What follows belongs to an exercise in optimizing a design on an open flow for small area; a production flow would make more cautious choices.
RTL that was checked went through simulation tests only; none was proved equivalent to the original.

==> wip/raven: inputs <==
## soc_top
module soc_top (
    input  wire        clk,
    input  wire        rst,
    input  wire [3:0]  sensor_in,
    input  wire [15:0] y_feedback,
    output wire [15:0] actuator_out
);
clock: 3.0 ns
lec_check: 0
cap_margin: 10
core_margin: 2
core_utilization: 60
slew_margin: 10
standard.sh (not shown) runs the stock make flow with config.mk's settings and CLKGATE_MAP_FILE= SYNTH_SCRIPT=/design/flow/synth_recipe.tcl, a recipe that flattens the netlist after the stock synthesis.
==> flow/flow/run.sh <==
#!/bin/bash
# Own layout flow: the standard layout (standard.sh, unchanged synthesis)
# with two changes: the port buffers are sky130_fd_sc_hd__buf_1 instead of
# the cell buffer_ports picks by default, and CTS uses clkbuf_4 (root) and
# clkbuf_8 (sinks) without dummy loads.
set -euo pipefail
CTS="-sink_clustering_enable -repair_clock_nets -dont_use_dummy_load -buf_list {sky130_fd_sc_hd__clkbuf_4 sky130_fd_sc_hd__clkbuf_8} -root_buf sky130_fd_sc_hd__clkbuf_4 -sink_buffer_max_cap_derate 0.01"
bash standard.sh "BUFFER_PORTS_ARGS=-buffer_cell sky130_fd_sc_hd__buf_1" "CTS_ARGS=$CTS" finish > make_finish.log 2>&1
==> wip/indigo (differences from wip/raven) <==
--- a/flow/design.v
+++ b/flow/design.v
@@ -88,52 +88,56 @@
     wire ne_d_G0_5 = ne_d_g9 | (ne_d_p9 & ne_d_g8);
     wire ne_d_P0_5 = ne_d_p9 & ne_d_p8;
     wire ne_d_G0_7 = ne_d_g11 | (ne_d_p11 & ne_d_g10);
     wire ne_d_P0_7 = ne_d_p11 & ne_d_p10;
     wire ne_d_G0_9 = ne_d_g13 | (ne_d_p13 & ne_d_g12);
     wire ne_d_P0_9 = ne_d_p13 & ne_d_p12;
     wire ne_d_G0_11 = ne_d_g15 | (ne_d_p15 & ne_d_g14);
     wire ne_d_P0_11 = ne_d_p15 & ne_d_p14;
+    wire ne_d_G1_2 = ne_d_g6 | (ne_d_p6 & ne_d_G0_1);
+    wire ne_d_P1_2 = ne_d_p6 & ne_d_P0_1;
     wire ne_d_G1_3 = ne_d_G0_3 | (ne_d_P0_3 & ne_d_G0_1);
     wire ne_d_P1_3 = ne_d_P0_3 & ne_d_P0_1;
+    wire ne_d_G1_6 = ne_d_g10 | (ne_d_p10 & ne_d_G0_5);
+    wire ne_d_P1_6 = ne_d_p10 & ne_d_P0_5;
     wire ne_d_G1_7 = ne_d_G0_7 | (ne_d_P0_7 & ne_d_G0_5);
     wire ne_d_P1_7 = ne_d_P0_7 & ne_d_P0_5;
+    wire ne_d_G1_10 = ne_d_g14 | (ne_d_p14 & ne_d_G0_9);
+    wire ne_d_P1_10 = ne_d_p14 & ne_d_P0_9;
     wire ne_d_G1_11 = ne_d_G0_11 | (ne_d_P0_11 & ne_d_G0_9);
     wire ne_d_P1_11 = ne_d_P0_11 & ne_d_P0_9;
+    wire ne_d_G2_4 = ne_d_g8 | (ne_d_p8 & ne_d_G1_3);
+    wire ne_d_P2_4 = ne_d_p8 & ne_d_P1_3;
+    wire ne_d_G2_5 = ne_d_G0_5 | (ne_d_P0_5 & ne_d_G1_3);
+    wire ne_d_P2_5 = ne_d_P0_5 & ne_d_P1_3;
+    wire ne_d_G2_6 = ne_d_G1_6 | (ne_d_P1_6 & ne_d_G1_3);
+    wire ne_d_P2_6 = ne_d_P1_6 & ne_d_P1_3;
     wire ne_d_G2_7 = ne_d_G1_7 | (ne_d_P1_7 & ne_d_G1_3);
     wire ne_d_P2_7 = ne_d_P1_7 & ne_d_P1_3;
+    wire ne_d_G3_8 = ne_d_g12 | (ne_d_p12 & ne_d_G2_7);
+    wire ne_d_P3_8 = ne_d_p12 & ne_d_P2_7;
+    wire ne_d_G3_9 = ne_d_G0_9 | (ne_d_P0_9 & ne_d_G2_7);
+    wire ne_d_P3_9 = ne_d_P0_9 & ne_d_P2_7;
+    wire ne_d_G3_10 = ne_d_G1_10 | (ne_d_P1_10 & ne_d_G2_7);
+    wire ne_d_P3_10 = ne_d_P1_10 & ne_d_P2_7;
     wire ne_d_G3_11 = ne_d_G1_11 | (ne_d_P1_11 & ne_d_G2_7);
     wire ne_d_P3_11 = ne_d_P1_11 & ne_d_P2_7;
-    wire ne_d_G4_5 = ne_d_G0_5 | (ne_d_P0_5 & ne_d_G1_3);
-    wire ne_d_P4_5 = ne_d_P0_5 & ne_d_P1_3;
-    wire ne_d_G4_9 = ne_d_G0_9 | (ne_d_P0_9 & ne_d_G2_7);
-    wire ne_d_P4_9 = ne_d_P0_9 & ne_d_P2_7;
-    wire ne_d_G5_2 = ne_d_g6 | (ne_d_p6 & ne_d_G0_1);
-    wire ne_d_P5_2 = ne_d_p6 & ne_d_P0_1;
-    wire ne_d_G5_4 = ne_d_g8 | (ne_d_p8 & ne_d_G1_3);
-    wire ne_d_P5_4 = ne_d_p8 & ne_d_P1_3;
-    wire ne_d_G5_6 = ne_d_g10 | (ne_d_p10 & ne_d_G4_5);
-    wire ne_d_P5_6 = ne_d_p10 & ne_d_P4_5;
-    wire ne_d_G5_8 = ne_d_g12 | (ne_d_p12 & ne_d_G2_7);
-    wire ne_d_P5_8 = ne_d_p12 & ne_d_P2_7;
-    wire ne_d_G5_10 = ne_d_g14 | (ne_d_p14 & ne_d_G4_9);
-    wire ne_d_P5_10 = ne_d_p14 & ne_d_P4_9;
     assign ne_d[4] = ne_d_p4 ^ ne_d_c[4];
     assign ne_d[5] = ne_d_p5 ^ (ne_d_g4 | (ne_d_p4 & ne_d_c[4]));
     assign ne_d[6] = ne_d_p6 ^ (ne_d_G0_1 | (ne_d_P0_1 & ne_d_c[4]));
-    assign ne_d[7] = ne_d_p7 ^ (ne_d_G5_2 | (ne_d_P5_2 & ne_d_c[4]));
+    assign ne_d[7] = ne_d_p7 ^ (ne_d_G1_2 | (ne_d_P1_2 & ne_d_c[4]));
     assign ne_d[8] = ne_d_p8 ^ (ne_d_G1_3 | (ne_d_P1_3 & ne_d_c[4]));
-    assign ne_d[9] = ne_d_p9 ^ (ne_d_G5_4 | (ne_d_P5_4 & ne_d_c[4]));
-    assign ne_d[10] = ne_d_p10 ^ (ne_d_G4_5 | (ne_d_P4_5 & ne_d_c[4]));
-    assign ne_d[11] = ne_d_p11 ^ (ne_d_G5_6 | (ne_d_P5_6 & ne_d_c[4]));
+    assign ne_d[9] = ne_d_p9 ^ (ne_d_G2_4 | (ne_d_P2_4 & ne_d_c[4]));
+    assign ne_d[10] = ne_d_p10 ^ (ne_d_G2_5 | (ne_d_P2_5 & ne_d_c[4]));
+    assign ne_d[11] = ne_d_p11 ^ (ne_d_G2_6 | (ne_d_P2_6 & ne_d_c[4]));
     assign ne_d[12] = ne_d_p12 ^ (ne_d_G2_7 | (ne_d_P2_7 & ne_d_c[4]));
-    assign ne_d[13] = ne_d_p13 ^ (ne_d_G5_8 | (ne_d_P5_8 & ne_d_c[4]));
-    assign ne_d[14] = ne_d_p14 ^ (ne_d_G4_9 | (ne_d_P4_9 & ne_d_c[4]));
-    assign ne_d[15] = ne_d_p15 ^ (ne_d_G5_10 | (ne_d_P5_10 & ne_d_c[4]));
+    assign ne_d[13] = ne_d_p13 ^ (ne_d_G3_8 | (ne_d_P3_8 & ne_d_c[4]));
+    assign ne_d[14] = ne_d_p14 ^ (ne_d_G3_9 | (ne_d_P3_9 & ne_d_c[4]));
+    assign ne_d[15] = ne_d_p15 ^ (ne_d_G3_10 | (ne_d_P3_10 & ne_d_c[4]));
     wire [15:0] jb_d;
     wire [4:0] jb_d_c;
     assign jb_d_c[0] = 1'b0;
     assign jb_d[0] = jb[0] ^ ne2[0] ^ jb_d_c[0];
     assign jb_d_c[1] = (jb[0] & ne2[0]) | (jb_d_c[0] & (jb[0] ^ ne2[0]));
     assign jb_d[1] = jb[1] ^ ne2[1] ^ jb_d_c[1];
     assign jb_d_c[2] = (jb[1] & ne2[1]) | (jb_d_c[1] & (jb[1] ^ ne2[1]));
     assign jb_d[2] = jb[2] ^ ne2[2] ^ jb_d_c[2];
==> flow/flow/run.sh (replaced) <==
#!/bin/bash
# Own layout flow: the standard layout (standard.sh, unchanged synthesis)
# with two changes: the port buffers are sky130_fd_sc_hd__buf_1 instead of
# the cell buffer_ports picks by default, and CTS uses clkbuf_4 (root) and
# clkbuf_8 (sinks) without dummy loads.
set -euo pipefail
CTS="-sink_clustering_enable -repair_clock_nets -dont_use_dummy_load -buf_list {sky130_fd_sc_hd__clkbuf_4 sky130_fd_sc_hd__clkbuf_8} -root_buf sky130_fd_sc_hd__clkbuf_4 -sink_buffer_max_cap_derate 0.01"
bash standard.sh "BUFFER_PORTS_ARGS=-buffer_cell sky130_fd_sc_hd__buf_1" "CTS_ARGS=$CTS" RECOVER_POWER=100 finish > make_finish.log 2>&1
==> wip/onyx (differences from wip/raven) <==
--- a/flow/design.v
+++ b/flow/design.v
@@ -88,52 +88,56 @@
     wire ne_d_G0_5 = ne_d_g9 | (ne_d_p9 & ne_d_g8);
     wire ne_d_P0_5 = ne_d_p9 & ne_d_p8;
     wire ne_d_G0_7 = ne_d_g11 | (ne_d_p11 & ne_d_g10);
     wire ne_d_P0_7 = ne_d_p11 & ne_d_p10;
     wire ne_d_G0_9 = ne_d_g13 | (ne_d_p13 & ne_d_g12);
     wire ne_d_P0_9 = ne_d_p13 & ne_d_p12;
     wire ne_d_G0_11 = ne_d_g15 | (ne_d_p15 & ne_d_g14);
     wire ne_d_P0_11 = ne_d_p15 & ne_d_p14;
+    wire ne_d_G1_2 = ne_d_g6 | (ne_d_p6 & ne_d_G0_1);
+    wire ne_d_P1_2 = ne_d_p6 & ne_d_P0_1;
     wire ne_d_G1_3 = ne_d_G0_3 | (ne_d_P0_3 & ne_d_G0_1);
     wire ne_d_P1_3 = ne_d_P0_3 & ne_d_P0_1;
+    wire ne_d_G1_6 = ne_d_g10 | (ne_d_p10 & ne_d_G0_5);
+    wire ne_d_P1_6 = ne_d_p10 & ne_d_P0_5;
     wire ne_d_G1_7 = ne_d_G0_7 | (ne_d_P0_7 & ne_d_G0_5);
     wire ne_d_P1_7 = ne_d_P0_7 & ne_d_P0_5;
+    wire ne_d_G1_10 = ne_d_g14 | (ne_d_p14 & ne_d_G0_9);
+    wire ne_d_P1_10 = ne_d_p14 & ne_d_P0_9;
     wire ne_d_G1_11 = ne_d_G0_11 | (ne_d_P0_11 & ne_d_G0_9);
     wire ne_d_P1_11 = ne_d_P0_11 & ne_d_P0_9;
+    wire ne_d_G2_4 = ne_d_g8 | (ne_d_p8 & ne_d_G1_3);
+    wire ne_d_P2_4 = ne_d_p8 & ne_d_P1_3;
+    wire ne_d_G2_5 = ne_d_G0_5 | (ne_d_P0_5 & ne_d_G1_3);
+    wire ne_d_P2_5 = ne_d_P0_5 & ne_d_P1_3;
+    wire ne_d_G2_6 = ne_d_G1_6 | (ne_d_P1_6 & ne_d_G1_3);
+    wire ne_d_P2_6 = ne_d_P1_6 & ne_d_P1_3;
     wire ne_d_G2_7 = ne_d_G1_7 | (ne_d_P1_7 & ne_d_G1_3);
     wire ne_d_P2_7 = ne_d_P1_7 & ne_d_P1_3;
+    wire ne_d_G3_8 = ne_d_g12 | (ne_d_p12 & ne_d_G2_7);
+    wire ne_d_P3_8 = ne_d_p12 & ne_d_P2_7;
+    wire ne_d_G3_9 = ne_d_G0_9 | (ne_d_P0_9 & ne_d_G2_7);
+    wire ne_d_P3_9 = ne_d_P0_9 & ne_d_P2_7;
+    wire ne_d_G3_10 = ne_d_G1_10 | (ne_d_P1_10 & ne_d_G2_7);
+    wire ne_d_P3_10 = ne_d_P1_10 & ne_d_P2_7;
     wire ne_d_G3_11 = ne_d_G1_11 | (ne_d_P1_11 & ne_d_G2_7);
     wire ne_d_P3_11 = ne_d_P1_11 & ne_d_P2_7;
-    wire ne_d_G4_5 = ne_d_G0_5 | (ne_d_P0_5 & ne_d_G1_3);
-    wire ne_d_P4_5 = ne_d_P0_5 & ne_d_P1_3;
-    wire ne_d_G4_9 = ne_d_G0_9 | (ne_d_P0_9 & ne_d_G2_7);
-    wire ne_d_P4_9 = ne_d_P0_9 & ne_d_P2_7;
-    wire ne_d_G5_2 = ne_d_g6 | (ne_d_p6 & ne_d_G0_1);
-    wire ne_d_P5_2 = ne_d_p6 & ne_d_P0_1;
-    wire ne_d_G5_4 = ne_d_g8 | (ne_d_p8 & ne_d_G1_3);
-    wire ne_d_P5_4 = ne_d_p8 & ne_d_P1_3;
-    wire ne_d_G5_6 = ne_d_g10 | (ne_d_p10 & ne_d_G4_5);
-    wire ne_d_P5_6 = ne_d_p10 & ne_d_P4_5;
-    wire ne_d_G5_8 = ne_d_g12 | (ne_d_p12 & ne_d_G2_7);
-    wire ne_d_P5_8 = ne_d_p12 & ne_d_P2_7;
-    wire ne_d_G5_10 = ne_d_g14 | (ne_d_p14 & ne_d_G4_9);
-    wire ne_d_P5_10 = ne_d_p14 & ne_d_P4_9;
     assign ne_d[4] = ne_d_p4 ^ ne_d_c[4];
     assign ne_d[5] = ne_d_p5 ^ (ne_d_g4 | (ne_d_p4 & ne_d_c[4]));
     assign ne_d[6] = ne_d_p6 ^ (ne_d_G0_1 | (ne_d_P0_1 & ne_d_c[4]));
-    assign ne_d[7] = ne_d_p7 ^ (ne_d_G5_2 | (ne_d_P5_2 & ne_d_c[4]));
+    assign ne_d[7] = ne_d_p7 ^ (ne_d_G1_2 | (ne_d_P1_2 & ne_d_c[4]));
     assign ne_d[8] = ne_d_p8 ^ (ne_d_G1_3 | (ne_d_P1_3 & ne_d_c[4]));
-    assign ne_d[9] = ne_d_p9 ^ (ne_d_G5_4 | (ne_d_P5_4 & ne_d_c[4]));
-    assign ne_d[10] = ne_d_p10 ^ (ne_d_G4_5 | (ne_d_P4_5 & ne_d_c[4]));
-    assign ne_d[11] = ne_d_p11 ^ (ne_d_G5_6 | (ne_d_P5_6 & ne_d_c[4]));
+    assign ne_d[9] = ne_d_p9 ^ (ne_d_G2_4 | (ne_d_P2_4 & ne_d_c[4]));
+    assign ne_d[10] = ne_d_p10 ^ (ne_d_G2_5 | (ne_d_P2_5 & ne_d_c[4]));
+    assign ne_d[11] = ne_d_p11 ^ (ne_d_G2_6 | (ne_d_P2_6 & ne_d_c[4]));
     assign ne_d[12] = ne_d_p12 ^ (ne_d_G2_7 | (ne_d_P2_7 & ne_d_c[4]));
-    assign ne_d[13] = ne_d_p13 ^ (ne_d_G5_8 | (ne_d_P5_8 & ne_d_c[4]));
-    assign ne_d[14] = ne_d_p14 ^ (ne_d_G4_9 | (ne_d_P4_9 & ne_d_c[4]));
-    assign ne_d[15] = ne_d_p15 ^ (ne_d_G5_10 | (ne_d_P5_10 & ne_d_c[4]));
+    assign ne_d[13] = ne_d_p13 ^ (ne_d_G3_8 | (ne_d_P3_8 & ne_d_c[4]));
+    assign ne_d[14] = ne_d_p14 ^ (ne_d_G3_9 | (ne_d_P3_9 & ne_d_c[4]));
+    assign ne_d[15] = ne_d_p15 ^ (ne_d_G3_10 | (ne_d_P3_10 & ne_d_c[4]));
     wire [15:0] jb_d;
     wire [4:0] jb_d_c;
     assign jb_d_c[0] = 1'b0;
     assign jb_d[0] = jb[0] ^ ne2[0] ^ jb_d_c[0];
     assign jb_d_c[1] = (jb[0] & ne2[0]) | (jb_d_c[0] & (jb[0] ^ ne2[0]));
     assign jb_d[1] = jb[1] ^ ne2[1] ^ jb_d_c[1];
     assign jb_d_c[2] = (jb[1] & ne2[1]) | (jb_d_c[1] & (jb[1] ^ ne2[1]));
     assign jb_d[2] = jb[2] ^ ne2[2] ^ jb_d_c[2];
- CORE_UTILIZATION: 60 -> 55
==> wip/delta (differences from wip/raven) <==
--- a/flow/design.v
+++ b/flow/design.v
@@ -88,52 +88,56 @@
     wire ne_d_G0_5 = ne_d_g9 | (ne_d_p9 & ne_d_g8);
     wire ne_d_P0_5 = ne_d_p9 & ne_d_p8;
     wire ne_d_G0_7 = ne_d_g11 | (ne_d_p11 & ne_d_g10);
     wire ne_d_P0_7 = ne_d_p11 & ne_d_p10;
     wire ne_d_G0_9 = ne_d_g13 | (ne_d_p13 & ne_d_g12);
     wire ne_d_P0_9 = ne_d_p13 & ne_d_p12;
     wire ne_d_G0_11 = ne_d_g15 | (ne_d_p15 & ne_d_g14);
     wire ne_d_P0_11 = ne_d_p15 & ne_d_p14;
+    wire ne_d_G1_2 = ne_d_g6 | (ne_d_p6 & ne_d_G0_1);
+    wire ne_d_P1_2 = ne_d_p6 & ne_d_P0_1;
     wire ne_d_G1_3 = ne_d_G0_3 | (ne_d_P0_3 & ne_d_G0_1);
     wire ne_d_P1_3 = ne_d_P0_3 & ne_d_P0_1;
+    wire ne_d_G1_6 = ne_d_g10 | (ne_d_p10 & ne_d_G0_5);
+    wire ne_d_P1_6 = ne_d_p10 & ne_d_P0_5;
     wire ne_d_G1_7 = ne_d_G0_7 | (ne_d_P0_7 & ne_d_G0_5);
     wire ne_d_P1_7 = ne_d_P0_7 & ne_d_P0_5;
+    wire ne_d_G1_10 = ne_d_g14 | (ne_d_p14 & ne_d_G0_9);
+    wire ne_d_P1_10 = ne_d_p14 & ne_d_P0_9;
     wire ne_d_G1_11 = ne_d_G0_11 | (ne_d_P0_11 & ne_d_G0_9);
     wire ne_d_P1_11 = ne_d_P0_11 & ne_d_P0_9;
+    wire ne_d_G2_4 = ne_d_g8 | (ne_d_p8 & ne_d_G1_3);
+    wire ne_d_P2_4 = ne_d_p8 & ne_d_P1_3;
+    wire ne_d_G2_5 = ne_d_G0_5 | (ne_d_P0_5 & ne_d_G1_3);
+    wire ne_d_P2_5 = ne_d_P0_5 & ne_d_P1_3;
+    wire ne_d_G2_6 = ne_d_G1_6 | (ne_d_P1_6 & ne_d_G1_3);
+    wire ne_d_P2_6 = ne_d_P1_6 & ne_d_P1_3;
     wire ne_d_G2_7 = ne_d_G1_7 | (ne_d_P1_7 & ne_d_G1_3);
     wire ne_d_P2_7 = ne_d_P1_7 & ne_d_P1_3;
+    wire ne_d_G3_8 = ne_d_g12 | (ne_d_p12 & ne_d_G2_7);
+    wire ne_d_P3_8 = ne_d_p12 & ne_d_P2_7;
+    wire ne_d_G3_9 = ne_d_G0_9 | (ne_d_P0_9 & ne_d_G2_7);
+    wire ne_d_P3_9 = ne_d_P0_9 & ne_d_P2_7;
+    wire ne_d_G3_10 = ne_d_G1_10 | (ne_d_P1_10 & ne_d_G2_7);
+    wire ne_d_P3_10 = ne_d_P1_10 & ne_d_P2_7;
     wire ne_d_G3_11 = ne_d_G1_11 | (ne_d_P1_11 & ne_d_G2_7);
     wire ne_d_P3_11 = ne_d_P1_11 & ne_d_P2_7;
-    wire ne_d_G4_5 = ne_d_G0_5 | (ne_d_P0_5 & ne_d_G1_3);
-    wire ne_d_P4_5 = ne_d_P0_5 & ne_d_P1_3;
-    wire ne_d_G4_9 = ne_d_G0_9 | (ne_d_P0_9 & ne_d_G2_7);
-    wire ne_d_P4_9 = ne_d_P0_9 & ne_d_P2_7;
-    wire ne_d_G5_2 = ne_d_g6 | (ne_d_p6 & ne_d_G0_1);
-    wire ne_d_P5_2 = ne_d_p6 & ne_d_P0_1;
-    wire ne_d_G5_4 = ne_d_g8 | (ne_d_p8 & ne_d_G1_3);
-    wire ne_d_P5_4 = ne_d_p8 & ne_d_P1_3;
-    wire ne_d_G5_6 = ne_d_g10 | (ne_d_p10 & ne_d_G4_5);
-    wire ne_d_P5_6 = ne_d_p10 & ne_d_P4_5;
-    wire ne_d_G5_8 = ne_d_g12 | (ne_d_p12 & ne_d_G2_7);
-    wire ne_d_P5_8 = ne_d_p12 & ne_d_P2_7;
-    wire ne_d_G5_10 = ne_d_g14 | (ne_d_p14 & ne_d_G4_9);
-    wire ne_d_P5_10 = ne_d_p14 & ne_d_P4_9;
     assign ne_d[4] = ne_d_p4 ^ ne_d_c[4];
     assign ne_d[5] = ne_d_p5 ^ (ne_d_g4 | (ne_d_p4 & ne_d_c[4]));
     assign ne_d[6] = ne_d_p6 ^ (ne_d_G0_1 | (ne_d_P0_1 & ne_d_c[4]));
-    assign ne_d[7] = ne_d_p7 ^ (ne_d_G5_2 | (ne_d_P5_2 & ne_d_c[4]));
+    assign ne_d[7] = ne_d_p7 ^ (ne_d_G1_2 | (ne_d_P1_2 & ne_d_c[4]));
     assign ne_d[8] = ne_d_p8 ^ (ne_d_G1_3 | (ne_d_P1_3 & ne_d_c[4]));
-    assign ne_d[9] = ne_d_p9 ^ (ne_d_G5_4 | (ne_d_P5_4 & ne_d_c[4]));
-    assign ne_d[10] = ne_d_p10 ^ (ne_d_G4_5 | (ne_d_P4_5 & ne_d_c[4]));
-    assign ne_d[11] = ne_d_p11 ^ (ne_d_G5_6 | (ne_d_P5_6 & ne_d_c[4]));
+    assign ne_d[9] = ne_d_p9 ^ (ne_d_G2_4 | (ne_d_P2_4 & ne_d_c[4]));
+    assign ne_d[10] = ne_d_p10 ^ (ne_d_G2_5 | (ne_d_P2_5 & ne_d_c[4]));
+    assign ne_d[11] = ne_d_p11 ^ (ne_d_G2_6 | (ne_d_P2_6 & ne_d_c[4]));
     assign ne_d[12] = ne_d_p12 ^ (ne_d_G2_7 | (ne_d_P2_7 & ne_d_c[4]));
-    assign ne_d[13] = ne_d_p13 ^ (ne_d_G5_8 | (ne_d_P5_8 & ne_d_c[4]));
-    assign ne_d[14] = ne_d_p14 ^ (ne_d_G4_9 | (ne_d_P4_9 & ne_d_c[4]));
-    assign ne_d[15] = ne_d_p15 ^ (ne_d_G5_10 | (ne_d_P5_10 & ne_d_c[4]));
+    assign ne_d[13] = ne_d_p13 ^ (ne_d_G3_8 | (ne_d_P3_8 & ne_d_c[4]));
+    assign ne_d[14] = ne_d_p14 ^ (ne_d_G3_9 | (ne_d_P3_9 & ne_d_c[4]));
+    assign ne_d[15] = ne_d_p15 ^ (ne_d_G3_10 | (ne_d_P3_10 & ne_d_c[4]));
     wire [15:0] jb_d;
     wire [4:0] jb_d_c;
     assign jb_d_c[0] = 1'b0;
     assign jb_d[0] = jb[0] ^ ne2[0] ^ jb_d_c[0];
     assign jb_d_c[1] = (jb[0] & ne2[0]) | (jb_d_c[0] & (jb[0] ^ ne2[0]));
     assign jb_d[1] = jb[1] ^ ne2[1] ^ jb_d_c[1];
     assign jb_d_c[2] = (jb[1] & ne2[1]) | (jb_d_c[1] & (jb[1] ^ ne2[1]));
     assign jb_d[2] = jb[2] ^ ne2[2] ^ jb_d_c[2];
- CAP_MARGIN: 10 -> 0
- SLEW_MARGIN: 10 -> 0
==> comparison <==
- Against wip/indigo, the area after synthesis of wip/raven is higher by about 0.8%.
- Against wip/onyx, the cell count of wip/raven is smaller by about 4%.
- wip/indigo ran to the end with violations: capacitance limit, slew limit. wip/raven passed the timing, design-rule and antenna checks. wip/onyx completed with no timing, DRC or antenna violations. wip/delta finished with timing, DRC and antenna clean.
- Between wip/delta and wip/onyx, the lower die area is in wip/delta (gap about 8%, measured against wip/onyx).
- The lowest maximum frequency belongs to wip/indigo, the highest to wip/raven.
- In global-route usage, wip/delta and wip/indigo do not differ.
- Against wip/indigo, the non-clock buffer count of wip/raven is higher by 1.
- Routed wire length, highest first: wip/indigo, wip/delta, wip/onyx, wip/raven.
- The highest worst hold slack belongs to wip/raven, the lowest to wip/onyx.
- Between wip/indigo and wip/raven, the lower critical path depth is in wip/indigo (gap 1).
Only the layout flow was run in wip/raven; the RTL was not checked for function there.

-- separate check: timing with driven ports --
The results above use ideal ports. As a check the final layouts listed here were re-extracted and re-timed, cells and wires unchanged. Step 1 (the two cells are an assumption about what drives the block):
set clk [get_ports {clk}]
set_driving_cell -lib_cell sky130_fd_sc_hd__clkbuf_16 $clk
set_driving_cell -lib_cell sky130_fd_sc_hd__buf_2 [delete_from_list [all_inputs] $clk]
Step 2 moves the port delays by t, midway between the first and last clock arrival at a register: inputs arrive t later, outputs are due t later. That takes back most of the time a late clock gives input paths. a / b / c = no drivers / after step 1 / after step 2; a / b = the first two.
run	t, ns	setup slack, ns	latest minus earliest clock arrival (ns)
wip/raven	0.416	0.177 / 0.177 / 0.177	0.032 / 0.031
wip/indigo	0.415	0.120 / 0.120 / 0.120	0.030 / 0.030
wip/onyx	0.424	0.155 / 0.155 / 0.155	0.028 / 0.027
wip/delta	0.417	0.132 / 0.132 / 0.132	0.030 / 0.030
